Context: an optimization exercise on an open-source flow, tuned for small area. The choices shown serve that exercise and are no tape-out recipe. Where RTL was checked, it was by simulation tests only, not by an equivalence proof against the original. The clock input has no modelled driver; a real chip could not lean on it and would need a root buffer or a full tree. No activity file was given, so power comes from the tool's default toggle rates.

// fir2n
module fir2n #(parameter WIDTH_DATA = 8, parameter N_TAPS = 16, parameter LOG2_N_TAPS = 4, parameter WIDTH_COEF0 = 8, parameter WIDTH_MAC_OUT = 8)(
    input clk, rst,
    input [WIDTH_DATA-1:0] din,
    output reg [WIDTH_MAC_OUT-1:0] dout
    );
    reg [4:0] cnt;           
    reg       flush;         
    wire [3:0] ph = cnt[3:0];
    always @(posedge clk) begin
        if (rst) begin
            cnt <= 5'd0;
            flush <= 1'b1;
        end else begin
            cnt <= cnt + 5'd1;
            if (cnt == 5'd31) flush <= 1'b0;
        end
    end
    reg [7:0] e1;
    reg [7:0] l1 [0:15];
    reg [7:0] l1n16;         
    reg [7:0] l2 [0:14];
    integer i;
    always @(posedge clk) begin
        l2[0] <= (flush | ph == 4'd13) ? l1[15] : l2[14];
        l2[1] <= (ph == 4'd15) ? din : l2[0];
        for (i = 2; i < 15; i = i + 1) l2[i] <= l2[i-1];
        if (ph == 4'd13) e1 <= l2[14];
        l1[0] <= ~({8{flush}} | l1n16);
        for (i = 1; i < 16; i = i + 1) l1[i] <= l1[i-1];
        l1n16 <= ~((ph == 4'd13) ? e1 : l1[15]);
    end
    reg [7:0] a, nb;
    wire first = (ph == 4'd15);
    wire [7:0] a0 = first ? 8'd0 : a;
    wire [7:0] s1 = a0 ^ l1[0] ^ l2[0];
    wire [7:0] c1 = (a0 & l1[0]) | (a0 & l2[0]) | (l1[0] & l2[0]);
    wire [7:0] sa, ca;
    wire [7:0] x2 = {c1[6:0], 1'b0};
    assign sa = s1 ^ x2 ^ {ca[6:0], 1'b0};
    assign ca = (s1 & x2) | (s1 & {ca[6:0], 1'b0}) | (x2 & {ca[6:0], 1'b0});
    wire [7:0] sb, cb;
    assign sb = nb ^ a ^ {cb[6:0], 1'b0};
    assign cb = (nb & a) | (nb & {cb[6:0], 1'b0}) | (a & {cb[6:0], 1'b0});
  ...
export LEC_CHECK = 0
export CAP_MARGIN = 20
export CORE_MARGIN = 2
export CORE_UTILIZATION = 70
export SLEW_MARGIN = 20
create_clock -name core_clock -period 4.5 [get_ports {clk}]
standard.sh (not shown) runs the stock make flow with config.mk's settings and CLKGATE_MAP_FILE= SYNTH_SCRIPT=/design/flow/synth_recipe.tcl, a recipe that flattens the netlist after the stock synthesis.
==> flow/flow/run.sh <==
#!/bin/bash
# Standard layout, with small port buffers, no CTS dummy loads, a clock tree
# of one root buffer and leaf buffers, and power (size) recovery.
bash standard.sh BUFFER_PORTS_ARGS="-buffer_cell sky130_fd_sc_hd__buf_1" RECOVER_POWER=100 \
  CTS_ARGS="-sink_clustering_enable -repair_clock_nets -dont_use_dummy_load -buf_list sky130_fd_sc_hd__clkbuf_16 -sink_clustering_size 40 -sink_clustering_max_diameter 60" \
  POST_CTS_TCL="$PWD/flow/post_cts.tcl" \
  finish > standard.log 2>&1
==> flow/flow/post_cts.tcl <==
# Collapse the intermediate levels of the clock tree: every clock buffer
# whose output drives only other clock buffers is removed and its loads
# are moved to its input net.
set block [ord::get_db_block]
set changed 1
while {$changed} {
  set changed 0
  foreach inst [$block getInsts] {
    set master [[$inst getMaster] getName]
    if {![string match "sky130_fd_sc_hd__clkbuf_*" $master]} { continue }
    set a [$inst findITerm A]
    set x [$inst findITerm X]
    if {$a == "NULL" || $x == "NULL"} { continue }
    set in [$a getNet]
    set out [$x getNet]
    if {$in == "NULL" || $out == "NULL"} { continue }
    # the input must come from another buffer, not from the clock port
    if {[llength [$in getBTerms]] > 0} { continue }
    set only_bufs 1
    set loads {}
    foreach it [$out getITerms] {
      if {[$it getInst] == $inst} { continue }
      set m [[[$it getInst] getMaster] getName]
      if {![string match "sky130_fd_sc_hd__clkbuf_*" $m]} { set only_bufs 0; break }
      lappend loads $it
    }
    if {!$only_bufs || [llength $loads] == 0} { continue }
    puts "collapse clock buffer [$inst getName] ([llength $loads] loads)"
    foreach it $loads {
      $it disconnect
      $it connect $in
    }
    $a disconnect
    $x disconnect
    odb::dbInst_destroy $inst
    odb::dbNet_destroy $out
    set changed 1
    break
  }
}

# Downsize the root buffer, which drives only leaf buffers, and leaf
# buffers with few sinks.
set small [[ord::get_db] findMaster sky130_fd_sc_hd__clkbuf_8]
foreach inst [$block getInsts] {
  if {[[$inst getMaster] getName] != "sky130_fd_sc_hd__clkbuf_16"} { continue }
  set out [[$inst findITerm X] getNet]
  if {$out == "NULL"} { continue }
  set n 0
  set bufs 0
  foreach it [$out getITerms] {
    if {[$it getInst] == $inst} { continue }
    incr n
    if {[string match "sky130_fd_sc_hd__clkbuf_*" [[[$it getInst] getMaster] getName]]} { incr bufs }
  }
  if {($bufs == $n && $n <= 12) || $n <= 20} {
    puts "downsize clock buffer [$inst getName] ($n loads)"
    $inst swapMaster $small
  }
}
estimate_parasitics -placement
report_clock_skew
The first run went through all stages and came out clean.
Rerun with:
--- a/flow/flow/run.sh
+++ b/flow/flow/run.sh
@@ -5 +5 @@
-  CTS_ARGS="-sink_clustering_enable -repair_clock_nets -dont_use_dummy_load -buf_list sky130_fd_sc_hd__clkbuf_16 -sink_clustering_size 40 -sink_clustering_max_diameter 60" \
+  CTS_ARGS="-sink_clustering_enable -repair_clock_nets -dont_use_dummy_load -buf_list sky130_fd_sc_hd__clkbuf_8 -sink_clustering_size 20 -sink_clustering_max_diameter 50" \
Result: The new run completed with no timing, DRC or antenna violations; power fell by about 2%; clock skew rose by 0.015 ns; core utilization shrinks by 0.26 points.
Rerun with:
--- a/flow/flow/run.sh
+++ b/flow/flow/run.sh
@@ -5 +5 @@
-  CTS_ARGS="-sink_clustering_enable -repair_clock_nets -dont_use_dummy_load -buf_list sky130_fd_sc_hd__clkbuf_8 -sink_clustering_size 20 -sink_clustering_max_diameter 50" \
+  CTS_ARGS="-sink_clustering_enable -repair_clock_nets -dont_use_dummy_load -buf_list sky130_fd_sc_hd__clkbuf_8 -sink_clustering_size 22 -sink_clustering_max_diameter 60" \
--- a/flow/flow/post_cts.tcl
+++ b/flow/flow/post_cts.tcl
@@ -44 +44 @@
-set small [[ord::get_db] findMaster sky130_fd_sc_hd__clkbuf_8]
+set small [[ord::get_db] findMaster sky130_fd_sc_hd__clkbuf_4]
@@ -46 +46 @@
-  if {[[$inst getMaster] getName] != "sky130_fd_sc_hd__clkbuf_16"} { continue }
+  if {![string match "sky130_fd_sc_hd__clkbuf_*" [[$inst getMaster] getName]]} { continue }
@@ -56 +56 @@
-  if {($bufs == $n && $n <= 12) || $n <= 20} {
+  if {($bufs == $n && $n <= 16) || $n <= 13} {
Utilization went down by 0.39 points.
Sequential power hardly moves.
Die area is unchanged.
Sequential share of layout area climbs by 0.41 points.
Count of clock-buffer cells in the layout falls by 2.
Synthesized cell count is unchanged.
Total power decreases slightly.
Rerun with:
--- a/flow/flow/post_cts.tcl
+++ b/flow/flow/post_cts.tcl
@@ -44 +44 @@
-set small [[ord::get_db] findMaster sky130_fd_sc_hd__clkbuf_4]
+set small [[ord::get_db] findMaster sky130_fd_sc_hd__clkbuf_8]
@@ -46 +46 @@
-  if {![string match "sky130_fd_sc_hd__clkbuf_*" [[$inst getMaster] getName]]} { continue }
+  if {[[$inst getMaster] getName] != "sky130_fd_sc_hd__clkbuf_16"} { continue }
@@ -56 +56 @@
-  if {($bufs == $n && $n <= 16) || $n <= 13} {
+  if {($bufs == $n && $n <= 12) || $n <= 20} {
Settings changed: CORE_UTILIZATION 70 to 60.
After rerunning: Final area grows slightly; core utilization came out lower by 10 points; fmax came out higher by a few percent.

---

## lane 1
fir2n, a different RTL version from the one above (not shown whole).
For scale: roughly 18 I/O pins, ~7600 µm² of cells after synthesis.
## fir2n
module fir2n #(parameter WIDTH_DATA = 8, parameter N_TAPS = 16, parameter LOG2_N_TAPS = 4, parameter WIDTH_COEF0 = 8, parameter WIDTH_MAC_OUT = 8)(
    input clk, rst,
    input [WIDTH_DATA-1:0] din,
    output reg [WIDTH_MAC_OUT-1:0] dout
    );
    reg [4:0] cnt;           
    reg       flush;         
    wire [3:0] ph = cnt[3:0];
    always @(posedge clk) begin
        if (rst) begin
            cnt <= 5'd0;
            flush <= 1'b1;
        end else begin
            cnt <= cnt + 5'd1;
            if (cnt == 5'd30) flush <= 1'b0;
        end
    end
    reg [7:0] e0, e1;
    reg [7:0] l1 [0:16];
    reg [7:0] l2 [0:14];
    integer i;
    always @(posedge clk) begin
        if (ph == 4'd15) begin
            e0 <= din;
            e1 <= e0;
        end
        l1[0] <= flush ? 8'd0 : (ph == 4'd14 ? e1 : l1[16]);
        for (i = 1; i < 17; i = i + 1) l1[i] <= l1[i-1];
        l2[0] <= flush ? 8'd0 : (ph == 4'd13 ? l1[15] : l2[14]);
        for (i = 1; i < 15; i = i + 1) l2[i] <= l2[i-1];
    end
    reg [7:0] a, b;
    wire first = (ph == 4'd15);
    always @(posedge clk) begin
        a <= (first ? 8'd0 : a) + l1[0] + l2[0];
        b <= first ? 8'd0 : b - a;
    end
    always @(posedge clk) begin
        if (rst)
            dout <= 8'd0;
        else if (first)
            dout <= flush ? 8'd0 : {a[3:0] + b[7:4], b[3:0]};
    end
endmodule
Settings: LEC_CHECK=0, CAP_MARGIN=20, CORE_MARGIN=2, CORE_UTILIZATION=70, CTS_BUF_LIST=sky130_fd_sc_hd__clkbuf_8 sky130_fd_sc_hd__clkbuf_16, CTS_CLUSTER_DIAMETER=50, CTS_CLUSTER_SIZE=20, SLEW_MARGIN=20; clock period 4.5 ns.
run.sh (not shown) runs the stock make flow with config.mk's settings and CLKGATE_MAP_FILE= SYNTH_SCRIPT=/design/flow/synth_recipe.tcl, a recipe that flattens the netlist after the stock synthesis.
Stock flow here: none of the scripts above is used.
Input changes introduced in lane 2 (baseline for comparison: lane 1):
- CORE_UTILIZATION changed from 70 to 80
- CTS_CLUSTER_SIZE changed from 20 to 30
- CTS_CLUSTER_DIAMETER changed from 50 to 60
- CTS_BUF_LIST changed from sky130_fd_sc_hd__clkbuf_8 sky130_fd_sc_hd__clkbuf_16 to sky130_fd_sc_hd__clkbuf_16
Lane 2 closes out successfully: all stages finished, all timing, DRC and antenna checks passed.
Lane 1 → lane 2: half-perimeter wire length after placement went up by 2.0 mm; fill cell total of the finished layout went down by 396; slack of the critical path went down by 0.43 ns; relative area change from synthesis to final layout went down by 1.0 points.
On lane 2: transition at the pin with the smallest max-transition slack is 0.035 ns higher than what lane 1 gave.
Compared with lane 1, lane 2 shows clock power that has gone down by a few percent.
Cmp lane 2 and lane 1 / met3 usage in global routing / lower: lane 1
Taking lane 1 as the reference, in lane 2 power higher; area of the die decreased by 1400 µm² relative to the old numbers.
The wire length per cell in lane 1 is 0.60 times that in lane 2.
Input-level comparison between lane 3 and lane 2:
- a deleted CTS_CLUSTER_SIZE that had been 30
- a deleted CTS_CLUSTER_DIAMETER that had been 60
- an added ABC_AREA of 1
- a deleted CTS_BUF_LIST that had been sky130_fd_sc_hd__clkbuf_16
- a change of CORE_UTILIZATION from 80 to 70
Findings:
Comparing lane 3 against lane 2, there is no change at all in total congestion overflow.
Fraction of synthesized cell area in xor and xnor cells ends up higher on lane 2.
Lane 3 vs lane 2 — critical path depth dropped 3.
Sort lane 3 and lane 2 by cell count after synthesis, ascending, and lane 2 comes first.
Of lane 3 and lane 2, the run reporting the lower count of vias placed by the detailed router was lane 3.
Setup slack: lane 3 more than lane 2
When lane 3 is measured against lane 2, its slack of the worst reg-to-reg path turns out 1.02 ns higher.
Function was not checked in any run of this note: the RTL went through the layout flow alone.

---

== build 23 ==
fir2n, a different RTL version from the one above (not shown whole).
For scale: ~500 cells after synthesis, about 300 flip-flops, about 18 I/O pins.
clock: 4.5 ns
lec_check: 0
cap_margin: 20
core_margin: 2
core_utilization: 70
cts_buf_list: sky130_fd_sc_hd__clkbuf_16
cts_cluster_diameter: 50
cts_cluster_size: 40
slew_margin: 20
Build 23 was carried through to the last stage, and its layout satisfied the timing, DRC and antenna checks.
[inputs] build 17 vs build 23
==> flow/flow/run.sh (new file) <==
#!/bin/bash
# Standard layout, with small port buffers, no CTS dummy loads and power (size) recovery.
bash standard.sh BUFFER_PORTS_ARGS="-buffer_cell sky130_fd_sc_hd__buf_1" RECOVER_POWER=100 \
  CTS_ARGS="-sink_clustering_enable -repair_clock_nets -dont_use_dummy_load -buf_list sky130_fd_sc_hd__clkbuf_16 -sink_clustering_size 35 -sink_clustering_max_diameter 60" \
  finish > standard.log 2>&1
==> flow/standard.sh (new file) <==
#!/bin/bash
# synth_recipe.tcl (not shown) runs the flow's synth.tcl, then flattens the netlist and writes it again
# the make line also repeats each setting of config.mk as NAME=value (left out here)
make -C /OpenROAD-flow-scripts/flow DESIGN_CONFIG=/design/flow/config.mk WORK_HOME=/design/flow/orfs CLKGATE_MAP_FILE= SYNTH_SCRIPT=/design/flow/synth_recipe.tcl "${@:-finish}"
-- flow/config.mk --
<<< build 23, line 10
export CORE_UTILIZATION = 70
export CTS_BUF_LIST = sky130_fd_sc_hd__clkbuf_16
export CTS_CLUSTER_DIAMETER = 50
export CTS_CLUSTER_SIZE = 40
export SLEW_MARGIN = 20
>>> build 17, line 10
export CORE_UTILIZATION = 70
export SLEW_MARGIN = 20
removed: flow/run.sh
Notes after the runs:
met3 usage for build 17: 0.18 points up relative to build 23. Taking build 23 as 1.0, build 17 lands at 0.915 on total power. The cell area after layout number comes out lower for build 17 vs build 23. In the metrics for build 17 and build 23, the one carrying the lower hold slack is build 17. The run with more setup slack is build 17; build 23 has less. Against build 23, build 17 reports a ratio of final minimum period to clock period that is lower. Delta (build 17 minus build 23): largest fanout on the critical path up 15; delay of the slowest cell on the worst path down 0.03 ns.
Edits applied to the flow inputs when going from build 17 to build 83:
==> flow/run.sh (new file) <==
#!/bin/bash
# synth_recipe.tcl (not shown) runs the flow's synth.tcl, then flattens the netlist and writes it again
# the make line also repeats each setting of config.mk as NAME=value (left out here)
make -C /OpenROAD-flow-scripts/flow DESIGN_CONFIG=/design/flow/config.mk WORK_HOME=/design/flow/orfs CLKGATE_MAP_FILE= SYNTH_SCRIPT=/design/flow/synth_recipe.tcl finish
-- flow/config.mk --
<<< build 17, line 10
export CORE_UTILIZATION = 70
export SLEW_MARGIN = 20
>>> build 83, line 10
export CORE_UTILIZATION = 70
export CTS_BUF_LIST = sky130_fd_sc_hd__clkbuf_16
export CTS_CLUSTER_DIAMETER = 60
export CTS_CLUSTER_SIZE = 35
export SLEW_MARGIN = 20
removed: flow/flow/run.sh
removed: flow/standard.sh
Compared with build 17, build 83 is the more power-hungry design. Build 83 vs build 17, proportion of power drawn by the clock network went up by 3.6 points. From build 17 to build 83 the numbers moved as follows: final cell count went up; total of cells resized after clock tree synthesis ~0 delta; number of hold buffers added after cts ~0 delta. The worst setup slack after placement of build 83 exceeds that of build 17 by 0.0098 ns. Status: clock-pin slew of the registers on the worst-case setup and hold paths parity (build 17, build 83). Detailed-route wire length per cell on build 83 is up relative to build 17. Any difference in total area of sequential cells between build 83 and build 17 is small enough to ignore. On build 83: worst hold slack is 0.0091 ns higher than what build 17 gave.
Changes in build 84 relative to build 83:
==> flow/flow/run.sh (new file) <==
#!/bin/bash
# Standard layout, with small port buffers, no CTS dummy loads and power (size) recovery.
bash standard.sh BUFFER_PORTS_ARGS="-buffer_cell sky130_fd_sc_hd__buf_1" RECOVER_POWER=100 \
  CTS_ARGS="-sink_clustering_enable -repair_clock_nets -dont_use_dummy_load -buf_list sky130_fd_sc_hd__clkbuf_16 -sink_clustering_size 45 -sink_clustering_max_diameter 50" \
  finish > standard.log 2>&1
==> flow/standard.sh (new file) <==
#!/bin/bash
# synth_recipe.tcl (not shown) runs the flow's synth.tcl, then flattens the netlist and writes it again
# the make line also repeats each setting of config.mk as NAME=value (left out here)
make -C /OpenROAD-flow-scripts/flow DESIGN_CONFIG=/design/flow/config.mk WORK_HOME=/design/flow/orfs CLKGATE_MAP_FILE= SYNTH_SCRIPT=/design/flow/synth_recipe.tcl "${@:-finish}"
-- flow/config.mk --
<<< build 83, line 9
export CORE_MARGIN = 2
export CORE_UTILIZATION = 70
export CTS_BUF_LIST = sky130_fd_sc_hd__clkbuf_16
export CTS_CLUSTER_DIAMETER = 60
export CTS_CLUSTER_SIZE = 35
export SLEW_MARGIN = 20
>>> build 84, line 9
export CORE_MARGIN = 2
export CORE_UTILIZATION = 85
export PLACE_DENSITY = 0.9
export SLEW_MARGIN = 20
removed: flow/run.sh
Notes after the runs:
- The log for build 84 ends in clock tree synthesis with error DPL-0033, so the run never completed.
- Build 83 did not stop at any stage, and its layout met the timing, DRC and antenna checks.
- Changes observed in build 84 relative to build 83: cell count after placement went down by 4.9%, HPWL reported at the end of detailed placement increased 1.8 mm, netlist area before placement flat.
- Starting density of the core: build 84 higher than build 83
- In build 84 relative to build 83, area of placed instances had gone down slightly.
- Compared with build 83, in build 84 die span in y shrank by about 9%; compound-cell area share of the yosys netlist held steady; number of register bits inferred by synthesis held steady; x dimension of the die shrank by 9.7 µm.
No run of this note included a check of the RTL's function; only the layout flow was run.

-- separate check: timing with driven ports --
In the flow no input, the clock included, has a driving cell. The finished layouts below were timed again as built, in two steps. Step 1 assumes that a clkbuf_16 drives the clock port and a buf_2 every other input. Step 2 moves the port delays by t, midway between the first and last clock arrival at a register: inputs arrive t later, outputs are due t later. That takes back most of the time a late clock gives input paths. Three values: ideal, step 1, step 2; two values: the first two.
| run | t (ns) | slack for setup (ns) | hold WS [ns] |
|---|---|---|---|
| the first run of note 1 | 0.509 | 0.282 / 0.283 / 0.283 | 0.308 / 0.308 / 0.308 |
| the second run of note 1 | 0.473 | 0.309 / 0.309 / 0.309 | 0.275 / 0.275 / 0.275 |
| the third run of note 1 | 0.609 | 0.256 / 0.256 / 0.256 | 0.320 / 0.320 / 0.320 |
| the fourth run of note 1 | 0.492 | 0.375 / 0.375 / 0.375 | 0.300 / 0.300 / 0.300 |
| lane 1 | 0.575 | 0.824 / 0.824 / 0.824 | 0.317 / 0.317 / 0.317 |
| lane 2 | 0.529 | 0.392 / 0.392 / 0.392 | 0.332 / 0.332 / 0.332 |
| lane 3 | 0.622 | 1.410 / 1.410 / 1.410 | 0.320 / 0.320 / 0.320 |
| build 23 | 0.518 | 1.286 / 1.286 / 1.286 | 0.328 / 0.328 / 0.328 |
| build 17 | 0.495 | 1.366 / 1.366 / 1.366 | 0.306 / 0.306 / 0.306 |
| build 83 | 0.513 | 1.313 / 1.313 / 1.313 | 0.315 / 0.315 / 0.315 |
After both steps setup and hold are still met in every run listed.
